Context: an optimization exercise on an open-source flow, tuned for small area, a short achievable clock period and few clock cycles. The choices shown serve that exercise and are no tape-out recipe.
In this exercise RTL edits were held to simulation tests only and were not proved equivalent to the original.
Power and IR drop assume default switching activity.

File: flow/design.v
`timescale 1 ns / 1 ps
	module axifull_dev_S00_AXI #
	(
		parameter integer C_S_AXI_ID_WIDTH	= 1,
		parameter integer C_S_AXI_DATA_WIDTH	= 128,
		parameter integer C_S_AXI_ADDR_WIDTH	= 10,
		parameter integer C_S_AXI_AWUSER_WIDTH	= 0,
		parameter integer C_S_AXI_ARUSER_WIDTH	= 0,
		parameter integer C_S_AXI_WUSER_WIDTH	= 0,
		parameter integer C_S_AXI_RUSER_WIDTH	= 0,
		parameter integer C_S_AXI_BUSER_WIDTH	= 0
	)
	(
		input wire  S_AXI_ACLK,
		input wire  S_AXI_ARESETN,
		input wire [C_S_AXI_ID_WIDTH-1 : 0] S_AXI_AWID,
		input wire [C_S_AXI_ADDR_WIDTH-1 : 0] S_AXI_AWADDR,
		input wire [7 : 0] S_AXI_AWLEN,
		input wire [2 : 0] S_AXI_AWSIZE,
		input wire [1 : 0] S_AXI_AWBURST,
		input wire  S_AXI_AWLOCK,
		input wire [3 : 0] S_AXI_AWCACHE,
		input wire [2 : 0] S_AXI_AWPROT,
		input wire [3 : 0] S_AXI_AWQOS,
		input wire [3 : 0] S_AXI_AWREGION,
		input wire  S_AXI_AWVALID,
		output wire  S_AXI_AWREADY,
		input wire [C_S_AXI_DATA_WIDTH-1 : 0] S_AXI_WDATA,
		input wire [(C_S_AXI_DATA_WIDTH/8)-1 : 0] S_AXI_WSTRB,
		input wire  S_AXI_WLAST,
		input wire  S_AXI_WVALID,
		output wire  S_AXI_WREADY,
		output wire [C_S_AXI_ID_WIDTH-1 : 0] S_AXI_BID,
		output wire [1 : 0] S_AXI_BRESP,
		output wire  S_AXI_BVALID,
		input wire  S_AXI_BREADY,
		input wire [C_S_AXI_ID_WIDTH-1 : 0] S_AXI_ARID,
		input wire [C_S_AXI_ADDR_WIDTH-1 : 0] S_AXI_ARADDR,
		input wire [7 : 0] S_AXI_ARLEN,
		input wire [2 : 0] S_AXI_ARSIZE,
		input wire [1 : 0] S_AXI_ARBURST,
		input wire  S_AXI_ARLOCK,
		input wire [3 : 0] S_AXI_ARCACHE,
		input wire [2 : 0] S_AXI_ARPROT,
		input wire [3 : 0] S_AXI_ARQOS,
		input wire [3 : 0] S_AXI_ARREGION,
		input wire  S_AXI_ARVALID,
		output wire  S_AXI_ARREADY,
		output wire [C_S_AXI_ID_WIDTH-1 : 0] S_AXI_RID,
		output wire [C_S_AXI_DATA_WIDTH-1 : 0] S_AXI_RDATA,
		output wire [1 : 0] S_AXI_RRESP,
		output wire  S_AXI_RLAST,
		output wire  S_AXI_RVALID,
		input wire  S_AXI_RREADY
	);
	localparam integer DW = C_S_AXI_DATA_WIDTH;
	localparam integer NB = DW/8;
	localparam integer AW = C_S_AXI_ADDR_WIDTH;
	localparam integer NW = 16;           
	localparam integer KW = 4;            
	localparam integer KR = 4;            
	localparam integer SW = NW/KW;
	localparam integer SR = NW/KR;
	reg  [3:0]      m;
	reg  [3:0]      e;
	reg  [NW*DW-1:0] ring;
	integer k, b;
	reg             st_idle, st_wr, st_rd;
	reg             acc;                  
	reg             wrdy;                 
	reg             pend;                 
	reg             lastb;                
	reg             fixed;
	reg             wdone;                
	reg  [NB-1:0]   mask;
	reg  [DW-1:0]   dbuf;
	reg  [C_S_AXI_ID_WIDTH-1:0] id;
	reg             bvalid, rvalid, rlast;
	reg  [7:0]      rleft;                
	assign S_AXI_AWREADY = acc;
	assign S_AXI_ARREADY = acc;
	assign S_AXI_WREADY  = wrdy;
	assign S_AXI_BID     = id;
	assign S_AXI_BRESP   = 2'b00;
	assign S_AXI_BVALID  = bvalid;
	assign S_AXI_RID     = id;
	assign S_AXI_RDATA   = dbuf;
	assign S_AXI_RRESP   = 2'b00;
	assign S_AXI_RLAST   = rlast;
	assign S_AXI_RVALID  = rvalid;
	reg  [KW-1:0]   wc;
	reg  [KR-1:0]   ta, tb;
	reg             ra, rb;               
	reg             ldi, ldf;             
	wire aw_hs = acc & S_AXI_AWVALID;
	wire ar_hs = acc & S_AXI_ARVALID & ~S_AXI_AWVALID;
	wire w_hs  = wrdy & S_AXI_WVALID;
	localparam integer LS = (SR >= 16) ? 4 : (SR >= 8) ? 3 : (SR >= 4) ? 2 : (SR >= 2) ? 1 : 0;
	wire [3:0]      ara = S_AXI_ARADDR[AW-1:AW-4];
	wire [3:0]      w0  = ~m;
	wire [3:0]      w1  = ~m + 4'd1;
	wire            lo0 = (ara[LS-1:0] == w0[LS-1:0]);
	wire            lo1 = (ara[LS-1:0] == w1[LS-1:0]);
	reg  [KR-1:0]   tm, tn;
	reg  [3-LS:0]   kk;
	always @* begin
	  for (k = 0; k < KR; k = k + 1) begin
	    kk = k;
	    tm[k] = ar_hs & lo0 & (ara[3:LS] == w0[3:LS] + kk);
	    tn[k] = lo1 & (ara[3:LS] == w1[3:LS] + kk);
	  end
	end
	wire tm_any = |tm;
	wire commit = |wc;
	wire rload  = ra | (rb & S_AXI_RREADY);
	reg [NW*DW-1:0] ring_n;
	always @* begin
	  for (k = 0; k < NW; k = k + 1)
	    ring_n[k*DW +: DW] = ring[((k+1)%NW)*DW +: DW];
	  for (k = 0; k < KW; k = k + 1)
	    for (b = 0; b < NB; b = b + 1)
	      if (wc[k] && mask[b])
	        ring_n[k*SW*DW + b*8 +: 8] = dbuf[b*8 +: 8];
	end
	always @(posedge S_AXI_ACLK)
	  ring <= ring_n;
	wire [NB-1:0] selw = {NB{ldi}} | ({NB{ldf & S_AXI_WVALID}} & S_AXI_WSTRB);
	wire [NB-1:0] selh = ~selw & {NB{~rload & ~tm_any}};
	reg  [KR-1:0] selt;
	reg  [DW-1:0] dbuf_n;
	always @* begin
	  for (k = 0; k < KR; k = k + 1)
	    selt[k] = ta[k] | (tb[k] & S_AXI_RREADY) | tm[k];
	  for (b = 0; b < NB; b = b + 1)
	    dbuf_n[b*8 +: 8] = ({8{selw[b]}} & S_AXI_WDATA[b*8 +: 8]) |
	                       ({8{selh[b]}} & dbuf[b*8 +: 8]);
	  for (k = 0; k < KR; k = k + 1)
	    dbuf_n = dbuf_n | ({DW{selt[k]}} & ring[((k*SR+1)%NW)*DW +: DW]);
	end
	always @(posedge S_AXI_ACLK)
	  dbuf <= dbuf_n;
	reg n_idle, n_wr, n_rd, n_pend, n_lastb, n_fixed, n_wdone;
	reg [NB-1:0] n_mask;
	reg [C_S_AXI_ID_WIDTH-1:0] n_id;
	reg n_bvalid, n_rvalid, n_rlast;
	reg [7:0] n_rleft;
	reg [3:0] n_e, n_ei;
	reg n_acc, n_wrdy, n_ra, n_rb, n_ldi, n_ldf;
	reg [KW-1:0] n_wc;
	reg [KR-1:0] n_ta, n_tb;
	reg will_commit, al_r_n;
	always @* begin
	  n_idle = st_idle; n_wr = st_wr; n_rd = st_rd;
	  n_pend = pend; n_lastb = lastb; n_fixed = fixed; n_wdone = wdone;
	  n_mask = mask; n_id = id;
	  n_bvalid = bvalid; n_rvalid = rvalid; n_rlast = rlast; n_rleft = rleft;
	  n_ei = e - 4'd1;
	  if (commit) begin
	    n_pend = 1'b0;
	    if (!fixed) n_ei = e;
	  end
	  if (aw_hs) begin
	    n_idle = 1'b0; n_wr = 1'b1; n_wdone = 1'b0;
	    n_id = S_AXI_AWID;
	    n_fixed = (S_AXI_AWBURST == 2'b00);
	  end
	  if (ar_hs) begin
	    n_idle = 1'b0; n_rd = 1'b1;
	    n_id = S_AXI_ARID;
	    n_fixed = (S_AXI_ARBURST == 2'b00);
	    n_rleft = S_AXI_ARLEN;
	    n_rvalid = 1'b0;
	    if (tm_any) begin
	      n_rvalid = 1'b1;
	      n_rlast = (S_AXI_ARLEN == 8'd0);
	    end
	  end
	  if (st_wr) begin
	    if (!fixed) begin
	      if (wrdy) begin
	        n_mask = S_AXI_WSTRB;
	        n_lastb = S_AXI_WLAST;
	      end
	      if (w_hs) begin
	        n_pend = 1'b1;
	        n_wdone = S_AXI_WLAST;
	      end
	    end else if (w_hs) begin
	      n_mask = (pend ? mask : {NB{1'b0}}) | S_AXI_WSTRB;
	      n_pend = 1'b1;
	      n_lastb = S_AXI_WLAST;
	      n_wdone = S_AXI_WLAST;
	    end
	  end
	  if (st_rd) begin
	    if (rvalid && S_AXI_RREADY) begin
	      if (rlast) begin
	        n_rvalid = 1'b0; n_rd = 1'b0; n_idle = 1'b1;
	      end else begin
	        n_rleft = rleft - 8'd1;
	        n_rlast = (rleft == 8'd1);
	        if (!rload && !fixed) n_rvalid = 1'b0;
	      end
	    end
	    if (rload) begin
	      n_rvalid = 1'b1;
	      if (!rvalid) n_rlast = (rleft == 8'd0);
	      if (!fixed) n_ei = e;
	    end
	  end
	  will_commit = n_pend & ((n_ei % SW) == 0) & (~n_fixed | n_lastb);
	  if (st_wr && !(bvalid && S_AXI_BREADY) && n_wdone && (!n_pend || will_commit))
	    n_bvalid = 1'b1;
	  if (bvalid && S_AXI_BREADY) begin
	    n_bvalid = 1'b0; n_wr = 1'b0; n_idle = 1'b1;
	  end
	  if (S_AXI_ARESETN == 1'b0) begin
	    n_idle = 1'b1; n_wr = 1'b0; n_rd = 1'b0;
	    n_bvalid = 1'b0; n_rvalid = 1'b0; n_wdone = 1'b0;
	    n_lastb = 1'b1;
	    will_commit = n_pend & ((n_ei % SW) == 0);
	  end
	  n_acc  = n_idle & ~n_pend;
	  n_wrdy = n_wr & ~n_wdone & (n_fixed | ~n_pend | will_commit);
	  n_ldi  = n_wr & ~n_fixed & n_wrdy;
	  n_ldf  = n_wr & n_fixed & n_wrdy;
	  for (k = 0; k < KW; k = k + 1)
	    n_wc[k] = will_commit & (n_ei == k*SW);
	  al_r_n = (n_ei % SR) == 0;
	  n_ra = n_rd & al_r_n & ~n_rvalid;
	  n_rb = n_rd & al_r_n & n_rvalid & ~n_rlast & ~n_fixed;
	  for (k = 0; k < KR; k = k + 1) begin
	    n_ta[k] = n_ra & (n_ei == k*SR);
	    n_tb[k] = n_rb & (n_ei == k*SR);
	  end
	  n_e = n_ei;
	  if (aw_hs && S_AXI_ARESETN)
	    n_e = S_AXI_AWADDR[AW-1:AW-4] + m;
	  if (ar_hs && S_AXI_ARESETN) begin
	    n_e = S_AXI_ARADDR[AW-1:AW-4] + m;
	    if (tm_any) n_e = n_e + 4'd1;
	    for (k = 0; k < KR; k = k + 1) begin
	      n_ta[k] = ~tm_any & tn[k];
	      n_tb[k] = tm[k] & (S_AXI_ARBURST != 2'b00) & (S_AXI_ARLEN != 8'd0);
	    end
	    n_ra = |n_ta;
	    n_rb = |n_tb;
	  end
	end
	always @(posedge S_AXI_ACLK) begin
	  m       <= m - 4'd1;
	  e       <= n_e;
	  pend    <= n_pend;
	  mask    <= n_mask;
	  id      <= n_id;
	  fixed   <= n_fixed;
	  rleft   <= n_rleft;
	  rlast   <= n_rlast;
	  st_idle <= n_idle;
	  st_wr   <= n_wr;
	  st_rd   <= n_rd;
	  acc     <= n_acc;
	  wrdy    <= n_wrdy;
	  bvalid  <= n_bvalid;
	  rvalid  <= n_rvalid;
	  wdone   <= n_wdone;
	  lastb   <= n_lastb;
	  wc      <= n_wc;
	  ta      <= n_ta;
	  tb      <= n_tb;
	  ra      <= n_ra;
	  rb      <= n_rb;
	  ldi     <= n_ldi;
	  ldf     <= n_ldf;
	end
	endmodule
`timescale 1 ns / 1 ps
	module axifull_dev #
	(
		parameter integer C_S00_AXI_ID_WIDTH	= 8,
		parameter integer C_S00_AXI_DATA_WIDTH	= 128,
		parameter integer C_S00_AXI_ADDR_WIDTH	= 8,
		parameter integer C_S00_AXI_AWUSER_WIDTH	= 0,
		parameter integer C_S00_AXI_ARUSER_WIDTH	= 0,
		parameter integer C_S00_AXI_WUSER_WIDTH	= 0,
		parameter integer C_S00_AXI_RUSER_WIDTH	= 0,
		parameter integer C_S00_AXI_BUSER_WIDTH	= 0
	)
	(
		input wire  s00_axi_aclk,
		input wire  s00_axi_aresetn,
		input wire [C_S00_AXI_ID_WIDTH-1 : 0] s00_axi_awid,
		input wire [C_S00_AXI_ADDR_WIDTH-1 : 0] s00_axi_awaddr,
		input wire [7 : 0] s00_axi_awlen,
		input wire [2 : 0] s00_axi_awsize,
		input wire [1 : 0] s00_axi_awburst,
		input wire  s00_axi_awlock,
		input wire [3 : 0] s00_axi_awcache,
		input wire [2 : 0] s00_axi_awprot,
		input wire [3 : 0] s00_axi_awqos,
		input wire [3 : 0] s00_axi_awregion,
		input wire  s00_axi_awvalid,
		output wire  s00_axi_awready,
		input wire [C_S00_AXI_DATA_WIDTH-1 : 0] s00_axi_wdata,
		input wire [(C_S00_AXI_DATA_WIDTH/8)-1 : 0] s00_axi_wstrb,
		input wire  s00_axi_wlast,
		input wire  s00_axi_wvalid,
		output wire  s00_axi_wready,
		output wire [C_S00_AXI_ID_WIDTH-1 : 0] s00_axi_bid,
		output wire [1 : 0] s00_axi_bresp,
		output wire  s00_axi_bvalid,
		input wire  s00_axi_bready,
		input wire [C_S00_AXI_ID_WIDTH-1 : 0] s00_axi_arid,
		input wire [C_S00_AXI_ADDR_WIDTH-1 : 0] s00_axi_araddr,
		input wire [7 : 0] s00_axi_arlen,
		input wire [2 : 0] s00_axi_arsize,
		input wire [1 : 0] s00_axi_arburst,
		input wire  s00_axi_arlock,
		input wire [3 : 0] s00_axi_arcache,
		input wire [2 : 0] s00_axi_arprot,
		input wire [3 : 0] s00_axi_arqos,
		input wire [3 : 0] s00_axi_arregion,
		input wire  s00_axi_arvalid,
		output wire  s00_axi_arready,
		output wire [C_S00_AXI_ID_WIDTH-1 : 0] s00_axi_rid,
		output wire [C_S00_AXI_DATA_WIDTH-1 : 0] s00_axi_rdata,
		output wire [1 : 0] s00_axi_rresp,
		output wire  s00_axi_rlast,
		output wire  s00_axi_rvalid,
		input wire  s00_axi_rready
	);
	axifull_dev_S00_AXI # (
		.C_S_AXI_ID_WIDTH(C_S00_AXI_ID_WIDTH),
		.C_S_AXI_DATA_WIDTH(C_S00_AXI_DATA_WIDTH),
		.C_S_AXI_ADDR_WIDTH(C_S00_AXI_ADDR_WIDTH),
		.C_S_AXI_AWUSER_WIDTH(C_S00_AXI_AWUSER_WIDTH),
		.C_S_AXI_ARUSER_WIDTH(C_S00_AXI_ARUSER_WIDTH),
		.C_S_AXI_WUSER_WIDTH(C_S00_AXI_WUSER_WIDTH),
		.C_S_AXI_RUSER_WIDTH(C_S00_AXI_RUSER_WIDTH),
		.C_S_AXI_BUSER_WIDTH(C_S00_AXI_BUSER_WIDTH)
	) axifull_dev_S00_AXI_inst (
		.S_AXI_ACLK(s00_axi_aclk),
		.S_AXI_ARESETN(s00_axi_aresetn),
		.S_AXI_AWID(s00_axi_awid),
		.S_AXI_AWADDR(s00_axi_awaddr),
		.S_AXI_AWLEN(s00_axi_awlen),
		.S_AXI_AWSIZE(s00_axi_awsize),
		.S_AXI_AWBURST(s00_axi_awburst),
		.S_AXI_AWLOCK(s00_axi_awlock),
		.S_AXI_AWCACHE(s00_axi_awcache),
		.S_AXI_AWPROT(s00_axi_awprot),
		.S_AXI_AWQOS(s00_axi_awqos),
		.S_AXI_AWREGION(s00_axi_awregion),
		.S_AXI_AWVALID(s00_axi_awvalid),
		.S_AXI_AWREADY(s00_axi_awready),
		.S_AXI_WDATA(s00_axi_wdata),
		.S_AXI_WSTRB(s00_axi_wstrb),
		.S_AXI_WLAST(s00_axi_wlast),
		.S_AXI_WVALID(s00_axi_wvalid),
		.S_AXI_WREADY(s00_axi_wready),
		.S_AXI_BID(s00_axi_bid),
		.S_AXI_BRESP(s00_axi_bresp),
		.S_AXI_BVALID(s00_axi_bvalid),
		.S_AXI_BREADY(s00_axi_bready),
		.S_AXI_ARID(s00_axi_arid),
		.S_AXI_ARADDR(s00_axi_araddr),
		.S_AXI_ARLEN(s00_axi_arlen),
		.S_AXI_ARSIZE(s00_axi_arsize),
		.S_AXI_ARBURST(s00_axi_arburst),
		.S_AXI_ARLOCK(s00_axi_arlock),
		.S_AXI_ARCACHE(s00_axi_arcache),
		.S_AXI_ARPROT(s00_axi_arprot),
		.S_AXI_ARQOS(s00_axi_arqos),
		.S_AXI_ARREGION(s00_axi_arregion),
		.S_AXI_ARVALID(s00_axi_arvalid),
		.S_AXI_ARREADY(s00_axi_arready),
		.S_AXI_RID(s00_axi_rid),
		.S_AXI_RDATA(s00_axi_rdata),
		.S_AXI_RRESP(s00_axi_rresp),
		.S_AXI_RLAST(s00_axi_rlast),
		.S_AXI_RVALID(s00_axi_rvalid),
		.S_AXI_RREADY(s00_axi_rready)
	);
	endmodule
File: flow/run.sh
#!/bin/bash
# synth_recipe.tcl (not shown) runs the flow's synth.tcl, then flattens the netlist and writes it again
# the make line also repeats each setting of config.mk as NAME=value (left out here)
make -C /OpenROAD-flow-scripts/flow DESIGN_CONFIG=/design/flow/config.mk WORK_HOME=/design/flow/orfs CLKGATE_MAP_FILE= SYNTH_SCRIPT=/design/flow/synth_recipe.tcl finish
File: flow/config.mk
export PLATFORM = sky130hd
export DESIGN_NAME = axifull_dev
export DESIGN_NICKNAME = axifull_dev
export VERILOG_FILES = /design/flow/design.v
export SDC_FILE = /design/flow/constraint.sdc
export NUM_CORES = 4
export LEC_CHECK = 0
export CAP_MARGIN = 20
export CORE_MARGIN = 2
export CORE_UTILIZATION = 45
export CTS_CLUSTER_DIAMETER = 100
export CTS_CLUSTER_SIZE = 25
export PLACE_DENSITY = 0.6
export SETUP_SLACK_MARGIN = 2.5
export SLEW_MARGIN = 20
File: flow/constraint.sdc
create_clock -name core_clock -period 5.0 [get_ports {s00_axi_aclk}]
set_input_delay 1.0000 -clock core_clock [delete_from_list [all_inputs] [get_ports {s00_axi_aclk}]]
set_output_delay 1.0000 -clock core_clock [all_outputs]
set_load 0.01 [all_outputs]
==> run_results.csv, run 1 <==
group,metric,value,unit
status,outcome,"finished clean",
placed_design,placed_area,0.06186,sq mm
sta,slew_violations,0,
power_and_ir_drop,power_leakage,0.02660,uW
synth,synth_cell_type_count,51,
clock_tree,cts_buffers,100,
global_route,grt_use_total,18.58,%
clock_tree,clk_pin_slew,0.09,ns
global_route,grt_first_pass_wirelength,180300,um
synth,synth_xor_area_share,0.2694,%
sta,tightest_slew,0.9184,ns
synth,synthFlopType,"dfxtp_1",
synth,yosysWarnings,1,
finish,finish.instance_area,0.06551,sq mm
sta,finClkSkew,0.02542,ns
finish,area_growth,15.62,%
floorplan,num_rows,130,
placed_design,pre_cts_ws,1.018,ns
finish,layout_commonest_cell,"dfxtp_1",
clock_tree,root_buffer,"clkbuf_16",
routing,met3_length,6408,um
clock_tree,cts_tree,"built",
sta,finalSetupViolCount,0,
global_route,gr-total-overflow,0,
floorplan,io_pins,396,
synth,synthTopCellsByArea,"dfxtp_1 78%, mux2_2 10%, a222oi_1 4.2%",
run,cap_viol_max_count,0,
finish,layout_common_cells,"2096 x dfxtp_1, 512 x mux2_2, 240 x a222oi_1",
routing,wl_per_cell,21.39,um
worst_hold_path,worstHoldPathType,"reg2reg",
routing,top_layer_used,"met5",
routing,met2_length,56010,um
synth,synth_mux_area_share,10.30,%
synth,async_reset_ff_share,0,%
sta,fmax,406.7,MHz
floorplan,core-area,0.1252,sq mm
synth,syn-instance-count,3646,
synth,synth_edf_count,24,
setup_path,critical_path_arrival,3.03,ns
routing,drc_errors,0,
synth,synth-simple-area-share,2.515,%
routing,detail-route-antenna-nets,0,
floorplan,die_x,358.8,um
clock_tree,clk_latency,0.70,ns
setup_path,path_class,"in2reg",
sta,relSlewSlack,38.77,%
synth,synth-seq-area-share,79.71,%
sta,rsz0062_at_grt,"false",
power_and_ir_drop,ir_drop,0.0003336,V
setup_path,start_kind,"primary input",
synth,synth.top_cell.area_share,78.43,%
synth,synth_compound_area_share,5.785,%
sta,fin_ws,2.541,ns
routing,drt_iter0_markers,2442,
power_and_ir_drop,p_per_area,572.2,mW/mm^2
synth,ys_seq_elements,2244,
synth,netlist_area,0.05666,sq mm
setup_path,critPathMaxFanout,9,
placed_design,globalplace.congestion,0.7594,
floorplan,fp.dieArea,0.1288,sq mm
global_route,grt_antenna_before_repair,13,
synth,syn_avg_cell_area,15.54,sq um
setup_path,crit_required,5.57,ns
sta,tns,0,ns
routing,wirelength,121800,um
clock_tree,clockBufferDepth,3,
routing,wl_met1,56260,um
placed_design,dpl.hpwl,69070,um
power_and_ir_drop,finalPower,37490,uW
routing,routed_via_density,4.990,
clock_tree,clock-sinks,2244,
sta,period_share,49.17,%
sta,hold_viol,0,
routing,dr.pass1.iters,8,
synth,synthAdderAreaFrac,0.3136,%
routing,num_vias,28420,
synth,synth_area_leader_cell,"dfxtp_1",
clock_tree,cts_max_level,3,
sta,finalCriticalPeriod,2.459,ns
synth,synth_top_family_by_area,"multiplexers",
finish,final_nets,4274,
finish,drive_gt1_share,22.67,%
floorplan,die_y,358.8,um
global_route,grt_pass1_vias,28180,
placed_design,port_buffers,337,
global_route,grt_max_degree,94,
floorplan,start_util,45.24,%
setup_path,end_kind,"flip-flop",
-- synthesized netlist by cell type, types with 4 or more instances --
| cell | number |
|---|---|
| a211oi_1 | 4 |
| a21o_1 | 35 |
| a21oi_1 | 19 |
| a222oi_1 | 240 |
| a22oi_1 | 25 |
| and2_1 | 6 |
| buf_1 | 21 |
| buf_2 | 29 |
| buf_4 | 13 |
| clkbuf_1 | 58 |
| dfxtp_1 | 2220 |
| edfxtp_1 | 24 |
| ha_1 | 11 |
| inv_1 | 20 |
| mux2_2 | 512 |
| mux2i_1 | 7 |
| nand2_1 | 242 |
| nand2b_1 | 6 |
| nand3_1 | 17 |
| nand3b_1 | 5 |
| nor2_1 | 39 |
| nor3_1 | 7 |
| nor4_1 | 9 |
| o21ai_0 | 19 |
| o22ai_1 | 8 |
| or2_2 | 4 |
| xnor2_1 | 7 |
| xor2_1 | 6 |
-- kinds of logic (layout without fill, tap and decap cells) --
| kind of cell | Yosys count | count (layout) |
|---|---|---|
| DFF | 2244 | 2244 |
| muxes | 519 | 519 |
| AOI/OAI and AO/OA | 369 | 371 |
| and+or+nand+nor | 343 | 343 |
| buffers and inverters | 142 | 532 |
| xor gates and xnor gates | 15 | 15 |
| adders and majority gates | 13 | 13 |
| other | 1 | 8 |
-- path summary, 6_finish.rpt --
check,slack (ns),to,cells past startpoint,start
hold / removal,0.32,axifull_dev_S00_AXI_inst.ring[413],0,axifull_dev_S00_AXI_inst.ring[541]
setup / recovery,2.54,axifull_dev_S00_AXI_inst.dbuf[26],6,s00_axi_wvalid
setup reg to reg,2.63,axifull_dev_S00_AXI_inst.dbuf[19],9,axifull_dev_S00_AXI_inst.m[3]
hold reg to reg,0.32,axifull_dev_S00_AXI_inst.ring[413],0,axifull_dev_S00_AXI_inst.ring[541]
-- critical path: stages --
cell and delay (ns):
clkdlybuf4s50_1 0.55, and2_4 0.30, a21o_1 0.47, nor2_2 0.24, a222oi_1 0.36, nand2_1 0.09
-- per-stage QoR --
stage                     hold WS, ns  cells  utilization (%)
final                          0.3197   5695            52.31
after global routing           0.3183   5694            52.31
after CTS                      0.3171   5690            52.26
after detailed placement       0.3121   5532            49.39
after global placement         0.3095   5532            49.39
after floorplan                0.3096   3649                -
-- sequential cells by signal (all words and copies together), names as in the netlist, 4 cells and up --
signal / count
axifull_dev_S00_AXI_inst.dbuf: 128
axifull_dev_S00_AXI_inst.e: 4
axifull_dev_S00_AXI_inst.id: 8
axifull_dev_S00_AXI_inst.m: 4
axifull_dev_S00_AXI_inst.mask: 16
axifull_dev_S00_AXI_inst.ring: 2048
axifull_dev_S00_AXI_inst.rleft: 8
axifull_dev_S00_AXI_inst.ta: 4
axifull_dev_S00_AXI_inst.tb: 4
axifull_dev_S00_AXI_inst.wc: 4
-- metal layers --
metal | track usage [%] | vias to the layer above
met3 | 3.554 | 191
li1 | - | 13490
met4 | 5.187 | 14
met2 | 30.08 | 669
met1 | 25.44 | 14060
met5 | 0 | -
-- cell type report --
type	count	area, sq um
Timing Repair Buffer	388	4050
Fill cell	10520	59730
Tap cell	1650	2064
Multi-Input combinational cell	1265	11250
Sequential cell	2244	45340
Antenna cell	4	10.01
Clock inverter	6	82.58
Clock buffer	118	2643
Inverter	20	75.07
-- report_power, final --
group	total [uW]	internal (uW)	switching, uW
Sequential	24100	22200	1880
Combinational	4410	2240	2180
Clock	8960	3770	5190
Total	37500	28200	9260
-- what timing repair did --
action | 4_1_cts | 5_1_grt
hold buffers | 0 | 0
setup buffers | 23 | 1
endpoints found under the setup margin | 290 | 120
resized for setup | 446 | 48
cloned | 11 | 0
pin swaps | 22 | 8
Testbench counts, summed over its fixed seeds: cycles 27,385.
==> run 2, diff against run 1 <==
--- a/flow/config.mk
+++ b/flow/config.mk
@@ -13,3 +13,3 @@
 export PLACE_DENSITY = 0.6
-export SETUP_SLACK_MARGIN = 2.5
+export SETUP_SLACK_MARGIN = 2.8
 export SLEW_MARGIN = 20
==> run 2 against run 1 <==
Still clean. Sequential share of layout area shrank 2.5 points. Synthesized cell count did not move. Worst hold slack worse by 0.0082 ns. Sequential power about the same. Utilization increased by 2.4 points. Flip-flop and latch count is the same. Clock skew increased by 0.0056 ns. Clock power grew 0.7%. Final area increased by 4.5%. Critical path depth grew 5. Die area did not move. Largest cell class unchanged.
==> run_results.csv, run 2 <==
group,metric,value,unit
synth,synthTopCellsByArea,"dfxtp_1 78%, mux2_2 10%, a222oi_1 4.2%",
setup_path,critPathSlowestCell,"a221o_4",
floorplan,die_x,358.8,um
finish,layout_common_cells,"2079 x dfxtp_1, 512 x mux2_2, 240 x a222oi_1",
sta,finalSetupViolCount,0,
placed_design,pre_cts_ws,0.9474,ns
sta,finClkSkew,0.03098,ns
floorplan,io_pins,396,
power_and_ir_drop,p_per_area,569.9,mW/mm^2
routing,wl_per_cell,21.77,um
finish,multi_input_area,0.01146,sq mm
setup_path,path_cells,"buf_2 -> ha_4 -> and2_4 -> nand2_4 -> nor2_4 -> a221o_4 -> buf_16 -> buf_12 -> buf_16 -> a222oi_1 -> nand2_1",
clock_tree,postCtsHoldBufs,0,
power_and_ir_drop,power_leakage,0.02800,uW
placed_design,placed_area,0.06199,sq mm
synth,ys_seq_elements,2244,
synth,synthFlopType,"dfxtp_1",
synth,async_reset_ff_share,0,%
setup_path,path_class,"in2reg",
worst_hold_path,worstHoldPathType,"reg2reg",
routing,num_vias,29400,
setup_path,start_kind,"primary input",
finish,final_nets,4486,
setup_path,critPathMaxFanout,8,
synth,synth_top_family_by_area,"multiplexers",
floorplan,fp.dieArea,0.1288,sq mm
synth,synth-seq-area-share,79.71,%
clock_tree,cts_max_level,3,
synth,synth-simple-area-share,2.515,%
sta,tns,0,ns
placed_design,dpl.cell_count,5534,
global_route,grt_use_total,19.46,%
global_route,gr-total-overflow,0,
clock_tree,cts_buffers,100,
synth,synth_common_cells,"2220 x dfxtp_1, 512 x mux2_2, 242 x nand2_1, 240 x a222oi_1, 58 x clkbuf_1",
finish,fillCellCount,10160,
placed_design,port_buffers,337,
run,cap_viol_max_count,0,
routing,routed_via_density,4.976,
setup_path,critical_path_arrival,3.09,ns
finish,drive_gt1_share,29.72,%
finish,layout_commonest_cell,"dfxtp_1",
setup_path,cp_common_cell,"buf_16",
synth,synth_xor_area_share,0.2694,%
synth,yosysWarnings,1,
setup_path,slowest_delay,0.45,ns
routing,dr.pass1.iters,9,
sta,hold_viol,0,
global_route,grt_max_degree,35,
placed_design,globalplace.congestion,0.7682,
finish,finish.utilization,54.69,%
floorplan,core-area,0.1252,sq mm
finish,largest_registers,"axifull_dev_S00_AXI_inst.ring x2048, axifull_dev_S00_AXI_inst.dbuf x128, axifull_dev_S00_AXI_inst.mask x16",
finish,final_cells,5908,
synth,synth_mux_area_share,10.30,%
synth,synthAdderAreaFrac,0.3136,%
routing,drc_errors,0,
synth,synth.top_cell.area_share,78.43,%
sta,tightest_slew,1.004,ns
finish,largest-register,"axifull_dev_S00_AXI_inst.ring",
clock_tree,root_buffer,"clkbuf_16",
clock_tree,clk_latency,0.74,ns
routing,drt_iter0_markers,2647,
synth,yosysMostFrequentCell,"dfxtp_1",
sta,fmax,403.8,MHz
clock_tree,clock-sinks,2244,
status,outcome,"finished clean",
synth,synth_cell_type_count,51,
synth,netlist_area,0.05666,sq mm
sta,relSlewSlack,33.09,%
floorplan,die_y,358.8,um
clock_tree,cts_tree,"built",
sta,slew_violations,0,
placed_design,dpl.hpwl,69510,um
floorplan,num_rows,130,
global_route,grt_antenna_before_repair,5,
sta,period_share,49.53,%
synth,synth_compound_area_share,5.785,%
floorplan,start_util,45.24,%
synth,syn_avg_cell_area,15.54,sq um
clock_tree,clk_pin_slew,0.09,ns
clock_tree,clockBufferDepth,3,
global_route,grt_pass1_vias,29140,
routing,detail-route-antenna-nets,0,
power_and_ir_drop,ir_drop,0.0003388,V
finish,largest_register_ff_count,2048,
setup_path,end_kind,"flip-flop",
finish,seqCellArea,0.04568,sq mm
finish,area_growth,20.88,%
sta,rsz0062_at_grt,"true",
setup_path,crit_required,5.61,ns
routing,wirelength,128600,um
sta,fin_ws,2.524,ns
synth,synth_edf_count,24,
synth,syn-instance-count,3646,
global_route,grt_first_pass_wirelength,188200,um
synth,synth_area_leader_cell,"dfxtp_1",
sta,finalCriticalPeriod,2.476,ns
finish,finish.instance_area,0.06849,sq mm
run 2: final timing paths:
check	cells after the start	end	slack, ns	start
max	11	axifull_dev_S00_AXI_inst.dbuf[56]	2.52	s00_axi_araddr[4]
min	0	axifull_dev_S00_AXI_inst.ring[1829]	0.31	axifull_dev_S00_AXI_inst.ring[1957]
max reg2reg	10	axifull_dev_S00_AXI_inst.dbuf[56]	2.59	axifull_dev_S00_AXI_inst.m[1]
min reg2reg	0	axifull_dev_S00_AXI_inst.ring[1829]	0.31	axifull_dev_S00_AXI_inst.ring[1957]
run 2: per-stage QoR:
stage                     power (uW)  hold WS, ns
after detailed placement       28990       0.3121
after floorplan                26300       0.3096
after CTS                      39280       0.3140
after global placement         28880       0.3095
final                          39030       0.3115
after global routing           40820       0.3158
run 2: timing repair:
action | 4_1_cts | 5_1_grt
endpoints found under the setup margin | 358 | 289
cloned | 30 | 4
resized for setup | 1214 | 31
setup buffers | 188 | 23
pin swaps | 60 | 41
run 2: final cells by class:
cell class              count  share of cell area [%]
diodes                      1                0.003653
clock buffers             121                   3.876
clock inverters             7                  0.1242
inverters                  20                  0.1096
multi-input cells        1268                   16.73
flip-flops and latches   2244                   66.68
well taps                1650                   3.014
repair buffers            597                   9.457
run 2: per-layer routing:
metal  part of all wire (%)  global-route usage [%]  up-vias  wire length, um
li1                       -                       -    13960                -
met1                     45                   26.30    14480            58130
met2                     46                   31.90      787            59580
met3                    5.7                   3.519      171             7311
met4                    2.8                   5.758        4             3588
met5                  0.020                       0        -               26
run 2: cells by family (layout without fill, tap and decap cells):
kind of cell / count (synthesis) / after routing
adder cells (fa/ha/maj): 13 / 13
AO/OA/AOI/OAI: 369 / 373
other: 1 / 5
XOR/XNOR: 15 / 15
AND/OR/NAND/NOR: 343 / 344
multiplexers: 519 / 519
flip-flops: 2244 / 2244
buffers and inverters: 142 / 745
run 2: worst max-delay path, delay by kind of cell:
| family | cells | cell delay, ns |
|---|---|---|
| AO/OA/AOI/OAI | 2 | 0.75 |
| adder cells (fa/ha/maj) | 1 | 0.25 |
| buffers and inverters | 4 | 0.65 |
| AND/OR/NAND/NOR | 4 | 0.38 |
run 2: where the power goes:
| group | internal, uW | leakage (uW) | switching, uW |
|---|---|---|---|
| Combinational | 3220 | 0.00839 | 2840 |
| Sequential | 22400 | 0.0183 | 1570 |
| Clock | 3780 | 0.00133 | 5240 |
==> run 3, diff against run 2 <==
==> flow/flow/run.sh (new file) <==
#!/bin/bash
# The standard layout, with plain buf_1 cells as the port buffers
# (buffer_ports otherwise picks clkdlybuf4s50_1, a larger delay cell).
set -euo pipefail
export BUFFER_PORTS_ARGS="-buffer_cell sky130_fd_sc_hd__buf_1"
bash standard.sh > standard.log 2>&1
==> flow/standard.sh (new file) <==
#!/bin/bash
# synth_recipe.tcl (not shown) runs the flow's synth.tcl, then flattens the netlist and writes it again
# the make line also repeats each setting of config.mk as NAME=value (left out here)
make -C /OpenROAD-flow-scripts/flow DESIGN_CONFIG=/design/flow/config.mk WORK_HOME=/design/flow/orfs CLKGATE_MAP_FILE= SYNTH_SCRIPT=/design/flow/synth_recipe.tcl "${@:-finish}"
--- a/flow/config.mk
+++ b/flow/config.mk
@@ -13,3 +13,3 @@
 export PLACE_DENSITY = 0.6
-export SETUP_SLACK_MARGIN = 2.8
+export SETUP_SLACK_MARGIN = 2.5
 export SLEW_MARGIN = 20
removed: flow/run.sh
==> run 3 against run 2 <==
Still clean on timing, DRC and antenna. Combinational power down 35%. Clock skew up 0.0014 ns. Utilization down 4.5 points. Sequential share of layout area up 5.2 points. Register-to-register slack worse by 0.07 ns. Global-route usage down 1.7 points. Setup slack worse by 0.0074 ns. Non-clock buffer count down 232. Final cell count down 4.0%. Flip-flop and latch count unchanged. First-iteration DRC count down 9.5%. Critical path type unchanged. Critical endpoint is now axifull_dev_S00_AXI_inst.dbuf[111].
==> run_results.csv, run 3 <==
group,metric,value,unit
floorplan,num_rows,130,
power_and_ir_drop,ir_drop,0.0003283,V
finish,area_growth,11.04,%
floorplan,die_x,358.8,um
finish,final_cells,5674,
placed_design,dpl.cell_count,5532,
clock_tree,clk_latency,0.74,ns
sta,tns,0,ns
sta,period_share,49.68,%
synth,synth-seq-area-share,79.71,%
synth,synth_common_cells,"2220 x dfxtp_1, 512 x mux2_2, 242 x nand2_1, 240 x a222oi_1, 58 x clkbuf_1",
finish,fillCellCount,10720,
floorplan,fp.dieArea,0.1288,sq mm
clock_tree,cts_tree,"built",
floorplan,start_util,45.24,%
finish,largest_register_ff_count,2048,
synth,synth_area_leader_cell,"dfxtp_1",
setup_path,worstRegToRegCells,8,
finish,final_nets,4250,
synth,async_reset_ff_share,0,%
clock_tree,root_buffer,"clkbuf_16",
synth,synth_edf_count,24,
clock_tree,cts_max_level,3,
setup_path,start_kind,"primary input",
worst_hold_path,whs_endpoint,"axifull_dev_S00_AXI_inst.ring[683]",
worst_hold_path,hold_start,"axifull_dev_S00_AXI_inst.ring[811]",
global_route,grt_use_total,17.80,%
routing,drt_iter0_markers,2395,
setup_path,critPathMaxFanout,43,
sta,slew_violations,0,
setup_path,regToRegSetupSlack,2.52,ns
clock_tree,clockBufferDepth,3,
finish,largest-register,"axifull_dev_S00_AXI_inst.ring",
finish,drive_gt1_share,18.67,%
finish,finish.instance_area,0.06292,sq mm
synth,synth.top_cell.area_share,78.43,%
finish,largest_registers,"axifull_dev_S00_AXI_inst.ring x2048, axifull_dev_S00_AXI_inst.dbuf x128, axifull_dev_S00_AXI_inst.mask x16",
global_route,grt_antenna_before_repair,17,
sta,tightest_slew,0.9492,ns
synth,synthTopCellsByArea,"dfxtp_1 78%, mux2_2 10%, a222oi_1 4.2%",
sta,fin_ws,2.516,ns
routing,routed_via_density,4.966,
floorplan,die_y,358.8,um
placed_design,pre_cts_ws,1.133,ns
global_route,grt_max_degree,87,
synth,netlist_area,0.05666,sq mm
synth,syn-instance-count,3646,
synth,ys_seq_elements,2244,
clock_tree,clk_pin_slew,0.10,ns
placed_design,port_buffers,337,
routing,detail-route-antenna-nets,0,
sta,rsz0062_at_grt,"true",
global_route,gr-total-overflow,0,
placed_design,dpl.hpwl,68630,um
sta,hold_viol,0,
worst_hold_path,worstHoldPathType,"reg2reg",
finish,layout_commonest_cell,"dfxtp_1",
setup_path,path_class,"in2reg",
sta,finClkSkew,0.03233,ns
routing,dr.pass1.iters,9,
status,outcome,"finished clean",
placed_design,globalplace.congestion,0.7801,
routing,num_vias,28180,
routing,wl_per_cell,20.96,um
setup_path,critical_path_arrival,3.10,ns
floorplan,core-area,0.1252,sq mm
synth,syn_avg_cell_area,15.54,sq um
global_route,grt_pass1_vias,27660,
sta,finalCriticalPeriod,2.484,ns
setup_path,crit_required,5.61,ns
routing,wirelength,118900,um
sta,hold_slack,0.3025,ns
power_and_ir_drop,power_leakage,0.02536,uW
routing,drc_errors,0,
synth,yosysMostFrequentCell,"dfxtp_1",
worst_hold_path,worstHoldPathCells,0,
sta,finalSetupViolCount,0,
power_and_ir_drop,p_per_area,587.3,mW/mm^2
placed_design,placed_area,0.05979,sq mm
floorplan,io_pins,396,
synth,synth_cell_type_count,51,
run,cap_viol_max_count,0,
setup_path,rr_endpoint,"axifull_dev_S00_AXI_inst.dbuf[111]",
finish,layout_common_cells,"2199 x dfxtp_1, 512 x mux2_2, 300 x buf_1",
clock_tree,cts_buffers,100,
sta,relSlewSlack,36.72,%
clock_tree,clock-sinks,2244,
global_route,grt_first_pass_wirelength,173800,um
setup_path,end_kind,"flip-flop",
synth,yosysWarnings,1,
synth,synthFlopType,"dfxtp_1",
sta,fmax,402.6,MHz
setup_path,r2r_start,"axifull_dev_S00_AXI_inst.m[1]",
run 3: layout make-up:
cell class | count | area, sq um | share of cell area (%)
flip-flops and latches | 2244 | 45200 | 71.84
multi-input cells | 1264 | 11080 | 17.61
clock buffers | 120 | 2673 | 4.248
well taps | 1650 | 2064 | 3.281
repair buffers | 365 | 1735 | 2.758
clock inverters | 5 | 76.32 | 0.1213
inverters | 20 | 75.07 | 0.1193
diodes | 6 | 15.01 | 0.02386
run 3: worst max-delay path by stage:
stage,slack [ns],to,cells after the start,from
finish,2.52,axifull_dev_S00_AXI_inst.dbuf[111],9,s00_axi_araddr[5]
global route,2.44,axifull_dev_S00_AXI_inst.tb[1],7,axifull_dev_S00_AXI_inst.acc
CTS,2.48,axifull_dev_S00_AXI_inst.dbuf[62],8,s00_axi_rready
detailed placement,1.13,axifull_dev_S00_AXI_inst.dbuf[112],9,s00_axi_araddr[5]
global placement,1.12,axifull_dev_S00_AXI_inst.dbuf[115],9,s00_axi_araddr[5]
floorplan,2.42,axifull_dev_S00_AXI_inst.dbuf[118],9,s00_axi_araddr[5]
run 3: kinds of logic after synthesis:
group | after synthesis | share of synthesized area (%)
xor gates and xnor gates | 15 | 0.2694
adders and majority gates | 13 | 0.3136
and+or+nand+nor | 343 | 2.515
AOI/OAI and AO/OA | 369 | 5.785
other | 1 | 0.006618
muxes | 519 | 10.30
buffers and inverters | 142 | 1.104
DFF | 2244 | 79.71
run 3: critical path, stage by stage:
cell      delay, ns
buf_2          0.14
ha_4           0.24
and2_4         0.19
nand2_4        0.15
nor2_2         0.12
a221o_4        0.48
buf_12         0.23
a222oi_1       0.38
nand2_1        0.08
run 3: metrics by stage:
stage	utilization, %	total power (uW)
3_3_place_gp	47.74	28120
2_1_floorplan	-	26260
5_1_grt	50.23	38740
6_report	50.23	36950
3_5_place_dp	47.74	28260
4_1_cts	50.08	37320
run 3: power breakdown:
| part | switching [uW] | total, uW | internal, uW |
|---|---|---|---|
| Combinational | 2160 | 3960 | 1800 |
| Clock | 5230 | 9030 | 3800 |
| Sequential | 1830 | 24000 | 22100 |
run 3: routing by layer:
layer	vias up	global-route usage, %	routed length (um)
met5	-	0	115
met4	18	6.255	3669
met3	205	3.987	6906
met2	701	28.42	53700
met1	13800	23.83	54550
li1	13450	-	-
run 3: timing repair:
item | CTS | global route
hold buffers | 0 | 0
pin swaps | 1 | 13
gates resized for setup | 57 | 33
endpoints found under the setup margin | 171 | 135
buffers inserted | 3 | 2
gates cloned | 2 | 4
==> run 4, diff against run 3 <==
--- a/flow/design.v
+++ b/flow/design.v
@@ -63,2 +63,4 @@
 	localparam integer SR = NW/KR;
+	localparam integer LW = (SW >= 16) ? 4 : (SW >= 8) ? 3 : (SW >= 4) ? 2 : (SW >= 2) ? 1 : 0;
+	localparam integer LR = (SR >= 16) ? 4 : (SR >= 8) ? 3 : (SR >= 4) ? 2 : (SR >= 2) ? 1 : 0;
 	reg  [3:0]      m;
@@ -79,5 +81,14 @@
 	reg  [7:0]      rleft;                
+	reg  [KW-1:0]   wc;
+	reg  [KR-1:0]   ta, tb;
+	reg             ra, rb;               
+	reg             ldi, ldf;             
+	wire aw_hs = acc & S_AXI_AWVALID;
+	wire ar_hs = acc & S_AXI_ARVALID & ~S_AXI_AWVALID;
+	wire wready = wrdy | aw_hs;
+	wire w_hs  = wready & S_AXI_WVALID;
+	wire w0_hs = aw_hs & S_AXI_WVALID;
 	assign S_AXI_AWREADY = acc;
 	assign S_AXI_ARREADY = acc;
-	assign S_AXI_WREADY  = wrdy;
+	assign S_AXI_WREADY  = wready;
 	assign S_AXI_BID     = id;
@@ -90,22 +101,19 @@
 	assign S_AXI_RVALID  = rvalid;
-	reg  [KW-1:0]   wc;
-	reg  [KR-1:0]   ta, tb;
-	reg             ra, rb;               
-	reg             ldi, ldf;             
-	wire aw_hs = acc & S_AXI_AWVALID;
-	wire ar_hs = acc & S_AXI_ARVALID & ~S_AXI_AWVALID;
-	wire w_hs  = wrdy & S_AXI_WVALID;
-	localparam integer LS = (SR >= 16) ? 4 : (SR >= 8) ? 3 : (SR >= 4) ? 2 : (SR >= 2) ? 1 : 0;
 	wire [3:0]      ara = S_AXI_ARADDR[AW-1:AW-4];
+	wire [3:0]      awa = S_AXI_AWADDR[AW-1:AW-4];
 	wire [3:0]      w0  = ~m;
 	wire [3:0]      w1  = ~m + 4'd1;
-	wire            lo0 = (ara[LS-1:0] == w0[LS-1:0]);
-	wire            lo1 = (ara[LS-1:0] == w1[LS-1:0]);
 	reg  [KR-1:0]   tm, tn;
-	reg  [3-LS:0]   kk;
+	reg  [KW-1:0]   pn;
+	reg  [3-LR:0]   kr;
+	reg  [3-LW:0]   kw;
 	always @* begin
 	  for (k = 0; k < KR; k = k + 1) begin
-	    kk = k;
-	    tm[k] = ar_hs & lo0 & (ara[3:LS] == w0[3:LS] + kk);
-	    tn[k] = lo1 & (ara[3:LS] == w1[3:LS] + kk);
+	    kr = k;
+	    tm[k] = ar_hs & (ara[LR-1:0] == w0[LR-1:0]) & (ara[3:LR] == w0[3:LR] + kr);
+	    tn[k] = (ara[LR-1:0] == w1[LR-1:0]) & (ara[3:LR] == w1[3:LR] + kr);
+	  end
+	  for (k = 0; k < KW; k = k + 1) begin
+	    kw = k;
+	    pn[k] = (awa[LW-1:0] == w1[LW-1:0]) & (awa[3:LW] == w1[3:LW] + kw);
 	  end
@@ -126,3 +134,3 @@
 	  ring <= ring_n;
-	wire [NB-1:0] selw = {NB{ldi}} | ({NB{ldf & S_AXI_WVALID}} & S_AXI_WSTRB);
+	wire [NB-1:0] selw = {NB{ldi | aw_hs}} | ({NB{ldf & S_AXI_WVALID}} & S_AXI_WSTRB);
 	wire [NB-1:0] selh = ~selw & {NB{~rload & ~tm_any}};
@@ -146,3 +154,3 @@
 	reg [7:0] n_rleft;
-	reg [3:0] n_e, n_ei;
+	reg [3:0] n_e;
 	reg n_acc, n_wrdy, n_ra, n_rb, n_ldi, n_ldf;
@@ -156,22 +164,6 @@
 	  n_bvalid = bvalid; n_rvalid = rvalid; n_rlast = rlast; n_rleft = rleft;
-	  n_ei = e - 4'd1;
+	  n_e = e - 4'd1;
 	  if (commit) begin
 	    n_pend = 1'b0;
-	    if (!fixed) n_ei = e;
-	  end
-	  if (aw_hs) begin
-	    n_idle = 1'b0; n_wr = 1'b1; n_wdone = 1'b0;
-	    n_id = S_AXI_AWID;
-	    n_fixed = (S_AXI_AWBURST == 2'b00);
-	  end
-	  if (ar_hs) begin
-	    n_idle = 1'b0; n_rd = 1'b1;
-	    n_id = S_AXI_ARID;
-	    n_fixed = (S_AXI_ARBURST == 2'b00);
-	    n_rleft = S_AXI_ARLEN;
-	    n_rvalid = 1'b0;
-	    if (tm_any) begin
-	      n_rvalid = 1'b1;
-	      n_rlast = (S_AXI_ARLEN == 8'd0);
-	    end
+	    if (!fixed) n_e = e;
 	  end
@@ -207,7 +199,45 @@
 	      if (!rvalid) n_rlast = (rleft == 8'd0);
-	      if (!fixed) n_ei = e;
+	      if (!fixed) n_e = e;
+	    end
+	  end
+	  will_commit = n_pend & ((n_e % SW) == 0) & (~n_fixed | n_lastb);
+	  for (k = 0; k < KW; k = k + 1)
+	    n_wc[k] = will_commit & (n_e == k*SW);
+	  al_r_n = (n_e % SR) == 0;
+	  n_ra = n_rd & al_r_n & ~n_rvalid;
+	  n_rb = n_rd & al_r_n & n_rvalid & ~n_rlast & ~n_fixed;
+	  for (k = 0; k < KR; k = k + 1) begin
+	    n_ta[k] = n_ra & (n_e == k*SR);
+	    n_tb[k] = n_rb & (n_e == k*SR);
+	  end
+	  if (aw_hs) begin
+	    n_idle = 1'b0; n_wr = 1'b1;
+	    n_id = S_AXI_AWID;
+	    n_fixed = (S_AXI_AWBURST == 2'b00);
+	    n_e = awa + m;
+	    n_mask = S_AXI_WSTRB;
+	    n_lastb = S_AXI_WLAST;
+	    n_pend = S_AXI_WVALID;
+	    n_wdone = S_AXI_WVALID & S_AXI_WLAST;
+	    will_commit = S_AXI_WVALID & (n_fixed ? S_AXI_WLAST : 1'b1) & (|pn);
+	    n_wc = {KW{S_AXI_WVALID & (n_fixed ? S_AXI_WLAST : 1'b1)}} & pn;
+	  end
+	  if (ar_hs) begin
+	    n_idle = 1'b0; n_rd = 1'b1;
+	    n_id = S_AXI_ARID;
+	    n_fixed = (S_AXI_ARBURST == 2'b00);
+	    n_e = ara + m;
+	    n_rleft = S_AXI_ARLEN;
+	    n_rvalid = 1'b0;
+	    if (tm_any) begin
+	      n_e = ara + m + 4'd1;
+	      n_rvalid = 1'b1;
+	      n_rlast = (S_AXI_ARLEN == 8'd0);
 	    end
+	    n_ta = {KR{~tm_any}} & tn;
+	    n_tb = tm & {KR{(S_AXI_ARBURST != 2'b00) & (S_AXI_ARLEN != 8'd0)}};
+	    n_ra = |n_ta;
+	    n_rb = |n_tb;
 	  end
-	  will_commit = n_pend & ((n_ei % SW) == 0) & (~n_fixed | n_lastb);
-	  if (st_wr && !(bvalid && S_AXI_BREADY) && n_wdone && (!n_pend || will_commit))
+	  if ((st_wr || aw_hs) && !(bvalid && S_AXI_BREADY) && n_wdone && (!n_pend || will_commit))
 	    n_bvalid = 1'b1;
@@ -220,3 +250,7 @@
 	    n_lastb = 1'b1;
-	    will_commit = n_pend & ((n_ei % SW) == 0);
+	    will_commit = n_pend & ((n_e % SW) == 0);
+	    for (k = 0; k < KW; k = k + 1)
+	      n_wc[k] = will_commit & (n_e == k*SW);
+	    n_ra = 1'b0; n_rb = 1'b0;
+	    n_ta = {KR{1'b0}}; n_tb = {KR{1'b0}};
 	  end
@@ -226,24 +260,2 @@
 	  n_ldf  = n_wr & n_fixed & n_wrdy;
-	  for (k = 0; k < KW; k = k + 1)
-	    n_wc[k] = will_commit & (n_ei == k*SW);
-	  al_r_n = (n_ei % SR) == 0;
-	  n_ra = n_rd & al_r_n & ~n_rvalid;
-	  n_rb = n_rd & al_r_n & n_rvalid & ~n_rlast & ~n_fixed;
-	  for (k = 0; k < KR; k = k + 1) begin
-	    n_ta[k] = n_ra & (n_ei == k*SR);
-	    n_tb[k] = n_rb & (n_ei == k*SR);
-	  end
-	  n_e = n_ei;
-	  if (aw_hs && S_AXI_ARESETN)
-	    n_e = S_AXI_AWADDR[AW-1:AW-4] + m;
-	  if (ar_hs && S_AXI_ARESETN) begin
-	    n_e = S_AXI_ARADDR[AW-1:AW-4] + m;
-	    if (tm_any) n_e = n_e + 4'd1;
-	    for (k = 0; k < KR; k = k + 1) begin
-	      n_ta[k] = ~tm_any & tn[k];
-	      n_tb[k] = tm[k] & (S_AXI_ARBURST != 2'b00) & (S_AXI_ARLEN != 8'd0);
-	    end
-	    n_ra = |n_ta;
-	    n_rb = |n_tb;
-	  end
 	end
==> flow/run.sh (new file) <==
#!/bin/bash
# synth_recipe.tcl (not shown) runs the flow's synth.tcl, then flattens the netlist and writes it again
# the make line also repeats each setting of config.mk as NAME=value (left out here)
make -C /OpenROAD-flow-scripts/flow DESIGN_CONFIG=/design/flow/config.mk WORK_HOME=/design/flow/orfs CLKGATE_MAP_FILE= SYNTH_SCRIPT=/design/flow/synth_recipe.tcl finish
removed: flow/flow/run.sh
removed: flow/standard.sh
==> run 4 against run 3 <==
Still clean on timing, DRC and antenna. Register-to-register slack improved by 0.12 ns. Combinational power increased by 51%. Die area increased by 1.2%. Critical path type unchanged. Largest power group unchanged. Highest routed layer unchanged.
==> run_results.csv, run 4 <==
group,metric,value,unit
status,outcome,"finished clean",
sta,finalCriticalPeriod,2.496,ns
sta,slew_violations,0,
global_route,grt_first_pass_wirelength,176000,um
floorplan,die_y,361.0,um
synth,synth.top_cell.area_share,77.21,%
synth,yosysMostFrequentCell,"dfxtp_1",
power_and_ir_drop,p_per_area,654.0,mW/mm^2
finish,largest-register,"axifull_dev_S00_AXI_inst.ring",
placed_design,port_buffers,337,
clock_tree,cts_max_level,3,
finish,finish.utilization,52.54,%
finish,largest_register_ff_count,2048,
global_route,gr-total-overflow,0,
synth,netlist_area,0.05736,sq mm
routing,detail-route-antenna-nets,0,
placed_design,dpl.hpwl,70390,um
setup_path,end_kind,"flip-flop",
setup_path,critPathMaxFanout,4,
global_route,grt_pass1_vias,28720,
finish,multi_input_area,0.01182,sq mm
clock_tree,cts_buffers,101,
routing,drc_errors,0,
placed_design,placed_area,0.06264,sq mm
synth,syn-instance-count,3786,
synth,synth_edf_count,32,
synth,synthFlopType,"dfxtp_1",
finish,layout_common_cells,"2081 x dfxtp_1, 513 x mux2_2, 244 x nand2_1",
floorplan,io_pins,396,
clock_tree,clk_latency,0.72,ns
floorplan,fp.dieArea,0.1303,sq mm
global_route,grt_antenna_before_repair,14,
power_and_ir_drop,power_leakage,0.02653,uW
routing,num_vias,28800,
finish,area_growth,15.46,%
sta,rsz0062_at_grt,"true",
sta,period_share,49.93,%
sta,relSlewSlack,36.54,%
setup_path,slowest_delay,0.47,ns
routing,dr.pass1.iters,9,
clock_tree,clockBufferDepth,3,
setup_path,cp-endpoint,"axifull_dev_S00_AXI_inst.tb[0]",
setup_path,path_cells,"clkdlybuf4s50_1 -> buf_6 -> a21oi_4 -> buf_12 -> or3b_2 -> a22oi_1 -> nand4b_1 -> buf_4 -> nand2b_1 -> o21ai_0",
clock_tree,cts_tree,"built",
setup_path,r2r_start,"axifull_dev_S00_AXI_inst.wc[2]",
finish,drive_gt1_share,22.85,%
setup_path,worstSetupStartpoint,"s00_axi_rready",
placed_design,globalplace.congestion,0.7683,
floorplan,core-area,0.1261,sq mm
synth,async_reset_ff_share,0,%
finish,layout_commonest_cell,"dfxtp_1",
setup_path,start_kind,"primary input",
setup_path,critical_path_arrival,3.14,ns
clock_tree,clk_pin_slew,0.10,ns
worst_hold_path,worstHoldPathType,"reg2reg",
sta,finalSetupViolCount,0,
power_and_ir_drop,finalPower,43310,uW
setup_path,regToRegSetupSlack,2.64,ns
floorplan,die_x,361.0,um
global_route,grt_use_total,17.74,%
clock_tree,root_buffer,"clkbuf_16",
synth,syn_avg_cell_area,15.15,sq um
setup_path,worstRegToRegCells,7,
synth,synth-seq-area-share,78.88,%
finish,largest_registers,"axifull_dev_S00_AXI_inst.ring x2048, axifull_dev_S00_AXI_inst.dbuf x128, axifull_dev_S00_AXI_inst.mask x16",
finish,fillCellCount,10510,
floorplan,num_rows,130,
routing,routed_via_density,4.934,
synth,ys_seq_elements,2244,
setup_path,rr_endpoint,"axifull_dev_S00_AXI_inst.wc[1]",
sta,tns,0,ns
run,cap_viol_max_count,0,
setup_path,critPathSlowestCell,"clkdlybuf4s50_1",
setup_path,path_class,"in2reg",
finish,finish.instance_area,0.06622,sq mm
synth,synth_common_cells,"2212 x dfxtp_1, 513 x mux2_2, 248 x nand2_1, 135 x nand3_1, 130 x a22oi_1",
sta,finClkSkew,0.02060,ns
sta,fmax,400.6,MHz
synth,yosysWarnings,1,
routing,wirelength,116900,um
routing,wl_per_cell,20.04,um
sta,tightest_slew,0.9520,ns
sta,hold_viol,0,
routing,drt_iter0_markers,2091,
synth,synthTopCellsByArea,"dfxtp_1 77%, mux2_2 10%, a222oi_1 2.2%",
clock_tree,postCtsHoldBufs,0,
finish,seqCellArea,0.04545,sq mm
synth,synth_cell_type_count,66,
global_route,grt_max_degree,54,
finish,final_nets,4417,
power_and_ir_drop,ir_drop,0.0004216,V
synth,synth_area_leader_cell,"dfxtp_1",
clock_tree,clock-sinks,2244,
setup_path,crit_required,5.64,ns
floorplan,start_util,45.50,%
-- run 4: cell types whose count changed in the layout (fill, tap and decap cells not counted), sizes merged, moves of 72 or more --
cell,before,now
a222oi,240,128
a22oi,25,130
buf,348,73
clkdlybuf4s50,0,180
dlygate4sd2,0,72
nand3,17,135
-- run 4: metal layers --
metal  up-vias  track usage [%]  part of all wire (%)  routed length (um)
met5         -                0                  0.11                 124
met4        18            5.636                   2.9                3439
li1      13830                -                     -                   -
met2       692            28.06                    45               52510
met1     14020            23.89                    46               53480
met3       232            4.426                   6.3                7394
-- run 4: worst max-delay path: cells and delay by family --
kind	cells	cell delay, ns
AO/OA/AOI/OAI	3	0.51
buffers and inverters	4	0.92
AND/OR/NAND/NOR	3	0.71
-- run 4: logic make-up after synthesis --
group | Yosys count | synth area share (%)
simple gates | 466 | 3.641
xor+xnor | 32 | 0.5148
compound gates | 366 | 5.273
other cells | 1 | 0.006538
buf+inv | 144 | 1.165
fa+ha+maj | 14 | 0.3316
mux | 519 | 10.19
flops | 2244 | 78.88
-- run 4: metrics by stage --
step | instances | setup WS, ns | hold slack (ns)
after global placement | 5668 | 0.9778 | 0.3096
after global routing | 5834 | 2.474 | 0.3164
after floorplan | 3789 | 2.258 | 0.3096
after CTS | 5820 | 2.255 | 0.3215
final | 5836 | 2.504 | 0.3182
after detailed placement | 5668 | 0.8996 | 0.3121
-- run 4: timing repair --
item,CTS,global route
gates cloned,2,0
gates resized for setup,481,65
setup endpoints to repair,302,58
pin swaps,21,8
setup buffers,24,14
-- run 4: layout make-up --
| cell class | instances | share of cell area, % |
|---|---|---|
| sequential | 2244 | 68.63 |
| multi-input combinational | 1401 | 17.85 |
| timing repair buffer | 398 | 6.129 |
| clock buffer | 122 | 4.079 |
| tap | 1650 | 3.117 |
| clock inverter | 4 | 0.1039 |
| inverter | 15 | 0.08691 |
| antenna | 2 | 0.007557 |
-- run 4: worst min path at each step --
stage / from / end / slack [ns] / cells after the start
global placement: axifull_dev_S00_AXI_inst.ring[963] / axifull_dev_S00_AXI_inst.ring[835] / 0.31 / 0
finish: axifull_dev_S00_AXI_inst.ring[1381] / axifull_dev_S00_AXI_inst.ring[1253] / 0.32 / 0
floorplan: axifull_dev_S00_AXI_inst.ring[1128] / axifull_dev_S00_AXI_inst.ring[1000] / 0.31 / 0
CTS: axifull_dev_S00_AXI_inst.ring[906] / axifull_dev_S00_AXI_inst.ring[778] / 0.32 / 0
global route: axifull_dev_S00_AXI_inst.ring[982] / axifull_dev_S00_AXI_inst.ring[854] / 0.32 / 0
detailed placement: axifull_dev_S00_AXI_inst.ring[1290] / axifull_dev_S00_AXI_inst.ring[1162] / 0.31 / 0
-- run 4: power by group --
part | internal, uW | switching, uW
sequential | 25500 | 2840
clock | 3840 | 5200
combinational | 3140 | 2820
total | 32400 | 10900
Testbench counts of run 4, summed over its fixed seeds: cycles 26,205.
==> run 5, diff against run 4 <==
==> flow/flow/run.sh (new file) <==
#!/bin/bash
# The standard layout, with plain buf_1 cells as the port buffers
# (buffer_ports otherwise picks clkdlybuf4s50_1, a larger delay cell).
set -euo pipefail
export BUFFER_PORTS_ARGS="-buffer_cell sky130_fd_sc_hd__buf_1"
bash standard.sh > standard.log 2>&1
==> flow/standard.sh (new file) <==
#!/bin/bash
# synth_recipe.tcl (not shown) runs the flow's synth.tcl, then flattens the netlist and writes it again
# the make line also repeats each setting of config.mk as NAME=value (left out here)
make -C /OpenROAD-flow-scripts/flow DESIGN_CONFIG=/design/flow/config.mk WORK_HOME=/design/flow/orfs CLKGATE_MAP_FILE= SYNTH_SCRIPT=/design/flow/synth_recipe.tcl "${@:-finish}"
removed: flow/run.sh
==> run 5 against run 4 <==
Clock skew is 0.014 ns higher. Wire length is 3.1% lower. Area after synthesis stayed put. Clock power is 1% lower. Synthesized cell count stayed put. Sequential power hardly changed. Utilization is 2.1 points lower. Global-route usage is 0.53 points lower. Critical path type is now in2out. Critical endpoint is now s00_axi_wready. Largest cell class unchanged. Highest routed layer unchanged.
==> run_results.csv, run 5 <==
group,metric,value,unit
finish,fillCellCount,10760,
setup_path,start_kind,"primary input",
sta,finClkSkew,0.03418,ns
synth,synth_cell_type_count,66,
clock_tree,root_buffer,"clkbuf_16",
clock_tree,clock-sinks,2244,
sta,hold_viol,0,
setup_path,path_class,"in2out",
finish,largest-register,"axifull_dev_S00_AXI_inst.ring",
routing,routed_via_density,4.899,
placed_design,placed_area,0.06048,sq mm
clock_tree,cts_max_level,3,
setup_path,cp.depth,4,
setup_path,regToRegSetupSlack,2.59,ns
sta,finalCriticalPeriod,2.474,ns
synth,synth-simple-area-share,3.641,%
power_and_ir_drop,power_leakage,0.02531,uW
placed_design,dpl.hpwl,68890,um
setup_path,r2r_start,"axifull_dev_S00_AXI_inst.m[1]",
finish,finish.utilization,50.45,%
routing,detail-route-antenna-nets,0,
global_route,gr-total-overflow,0,
floorplan,die_x,361.0,um
synth,synthTopCellsByArea,"dfxtp_1 77%, mux2_2 10%, a222oi_1 2.2%",
run,cap_viol_max_count,0,
global_route,grt_antenna_before_repair,23,
synth,synth.top_cell.area_share,77.21,%
synth,synth_compound_area_share,5.273,%
global_route,grt_max_degree,76,
power_and_ir_drop,p_per_area,667.9,mW/mm^2
worst_hold_path,worstHoldPathType,"reg2reg",
finish,final_nets,4383,
synth,synth_top_family_by_area,"multiplexers",
floorplan,start_util,45.50,%
floorplan,num_rows,130,
sta,relSlewSlack,42.90,%
synth,synthFlopType,"dfxtp_1",
finish,largest_registers,"axifull_dev_S00_AXI_inst.ring x2048, axifull_dev_S00_AXI_inst.dbuf x128, axifull_dev_S00_AXI_inst.mask x16",
routing,wl_per_cell,19.48,um
routing,drc_errors,0,
synth,async_reset_ff_share,0,%
finish,largest_register_ff_count,2048,
finish,area_growth,10.88,%
finish,finish.instance_area,0.06359,sq mm
setup_path,rr_endpoint,"axifull_dev_S00_AXI_inst.dbuf[50]",
synth,syn_avg_cell_area,15.15,sq um
synth,ys_seq_elements,2244,
floorplan,io_pins,396,
finish,drive_gt1_share,18.76,%
setup_path,cp-endpoint,"s00_axi_wready",
synth,syn-instance-count,3786,
finish,final_cells,5814,
setup_path,critPathSlowestCell,"clkbuf_4",
routing,wirelength,113300,um
setup_path,crit_required,4.00,ns
setup_path,worstRegToRegCells,7,
setup_path,path_cells,"clkbuf_4 -> nand2_8 -> nand2b_4 -> buf_6",
sta,finalSetupViolCount,0,
setup_path,slowest_delay,0.17,ns
clock_tree,cts_buffers,100,
synth,yosysMostFrequentCell,"dfxtp_1",
placed_design,port_buffers,337,
sta,fmax,404.2,MHz
synth,netlist_area,0.05736,sq mm
setup_path,worstSetupStartpoint,"s00_axi_awvalid",
synth,synth_mux_area_share,10.19,%
placed_design,dpl.cell_count,5663,
floorplan,fp.dieArea,0.1303,sq mm
finish,layout_commonest_cell,"dfxtp_1",
sta,tightest_slew,0.8565,ns
power_and_ir_drop,finalPower,42470,uW
routing,num_vias,28480,
clock_tree,clk_latency,0.74,ns
setup_path,critical_path_arrival,1.47,ns
global_route,grt_first_pass_wirelength,171200,um
routing,dr.pass1.iters,9,
setup_path,critical_path.top_delay_family,"buffers and inverters",
clock_tree,clk_pin_slew,0.09,ns
clock_tree,cts_tree,"built",
sta,period_share,49.48,%
synth,yosysWarnings,1,
synth,synth_area_leader_cell,"dfxtp_1",
worst_hold_path,hold_start,"axifull_dev_S00_AXI_inst.ring[350]",
clock_tree,clockBufferDepth,3,
synth,synthAdderAreaFrac,0.3316,%
status,outcome,"finished clean",
sta,tns,0,ns
synth,synth_common_cells,"2212 x dfxtp_1, 513 x mux2_2, 248 x nand2_1, 135 x nand3_1, 130 x a22oi_1",
floorplan,core-area,0.1261,sq mm
setup_path,critPathMaxFanout,9,
routing,drt_iter0_markers,2213,
power_and_ir_drop,ir_drop,0.0004461,V
setup_path,cp_num_buf_inv,2,
synth,synth_xor_area_share,0.5148,%
setup_path,end_kind,"output pin",
synth,synth_edf_count,32,
sta,rsz0062_at_grt,"true",
synth,synth-seq-area-share,78.88,%
global_route,grt_use_total,17.21,%
global_route,grt_pass1_vias,28130,
floorplan,die_y,361.0,um
placed_design,globalplace.congestion,0.7836,
finish,layout_common_cells,"2188 x dfxtp_1, 513 x mux2_2, 283 x buf_1",
sta,slew_violations,0,
==> run 5: cell counts after synthesis <==
No cell type changed its count.
==> run 5: cells by family (layout without fill, tap and decap cells) <==
family          Yosys count  in the layout
compound gates          366            366
fa+ha+maj                14             14
buf+inv                 144            508
flops                  2244           2244
simple gates            466            466
other cells               1             15
xor+xnor                 32             32
mux                     519            519
==> run 5: worst min path at each step <==
stage / to / slack, ns / cells after the start
global route: axifull_dev_S00_AXI_inst.ring[1196] / 0.31 / 0
finish: axifull_dev_S00_AXI_inst.ring[222] / 0.30 / 0
CTS: axifull_dev_S00_AXI_inst.ring[222] / 0.31 / 0
global placement: axifull_dev_S00_AXI_inst.ring[1484] / 0.31 / 0
floorplan: axifull_dev_S00_AXI_inst.ring[1000] / 0.31 / 0
detailed placement: axifull_dev_S00_AXI_inst.ring[1242] / 0.31 / 0
==> run 5: through the flow <==
| stage | hold slack, ns | worst slack, ns |
|---|---|---|
| 2_1_floorplan | 0.3096 | 2.258 |
| 3_3_place_gp | 0.3095 | 1.391 |
| 3_5_place_dp | 0.3121 | 1.349 |
| 4_1_cts | 0.3059 | 2.403 |
| 5_1_grt | 0.3100 | 2.477 |
| 6_report | 0.3033 | 2.526 |
==> run 5: per-layer routing <==
metal / vias to the layer above / wire [um] / GRT usage (%)
met5: - / 157 / 0
met4: 24 / 3142 / 5.669
met3: 194 / 7223 / 4.223
met2: 617 / 49900 / 26.60
met1: 13890 / 52850 / 23.67
li1: 13760 / - / -
==> run 5: layout make-up <==
class	count	area, sq um	share of cell area (%)
Timing Repair Buffer	365	1764	2.774
Tap cell	1650	2064	3.246
Sequential cell	2244	45290	71.21
Multi-Input combinational cell	1401	11690	18.38
Clock buffer	120	2620	4.120
Clock inverter	8	86.33	0.1358
Inverter	15	57.56	0.09050
Antenna cell	11	27.53	0.04328
==> run 5: repair_timing <==
| item | CTS | global route |
|---|---|---|
| pin swaps | 2 | 4 |
| gates resized for setup | 68 | 40 |
| hold buffers | 0 | 0 |
| endpoints found under the hold margin | 0 | 0 |
| endpoints found under the setup margin | 178 | 141 |
| buffers inserted | 3 | 9 |
==> run 5: where the power goes <==
group          switching, uW  internal, uW
registers               2800         25400
logic                   2760          2650
clock network           5180          3730
total                  10700         31700
==> run 5: worst register-to-register path, delay by kind of cell, from the launching register on <==
kind                       cells  cell delay, ns
AOI/OAI and AO/OA              2            0.61
adders and majority gates      1            0.33
buffers and inverters          1            0.43
and+or+nand+nor                3            0.58
DFF                            1            0.39

Setup slack of run 5, layout unchanged: 2.526 ns with ideal ports, 2.471 ns with driving cells assumed (clock clkbuf_16, inputs buf_2), 1.839 ns with port delays also shifted by the 0.800 ns mid clock arrival.
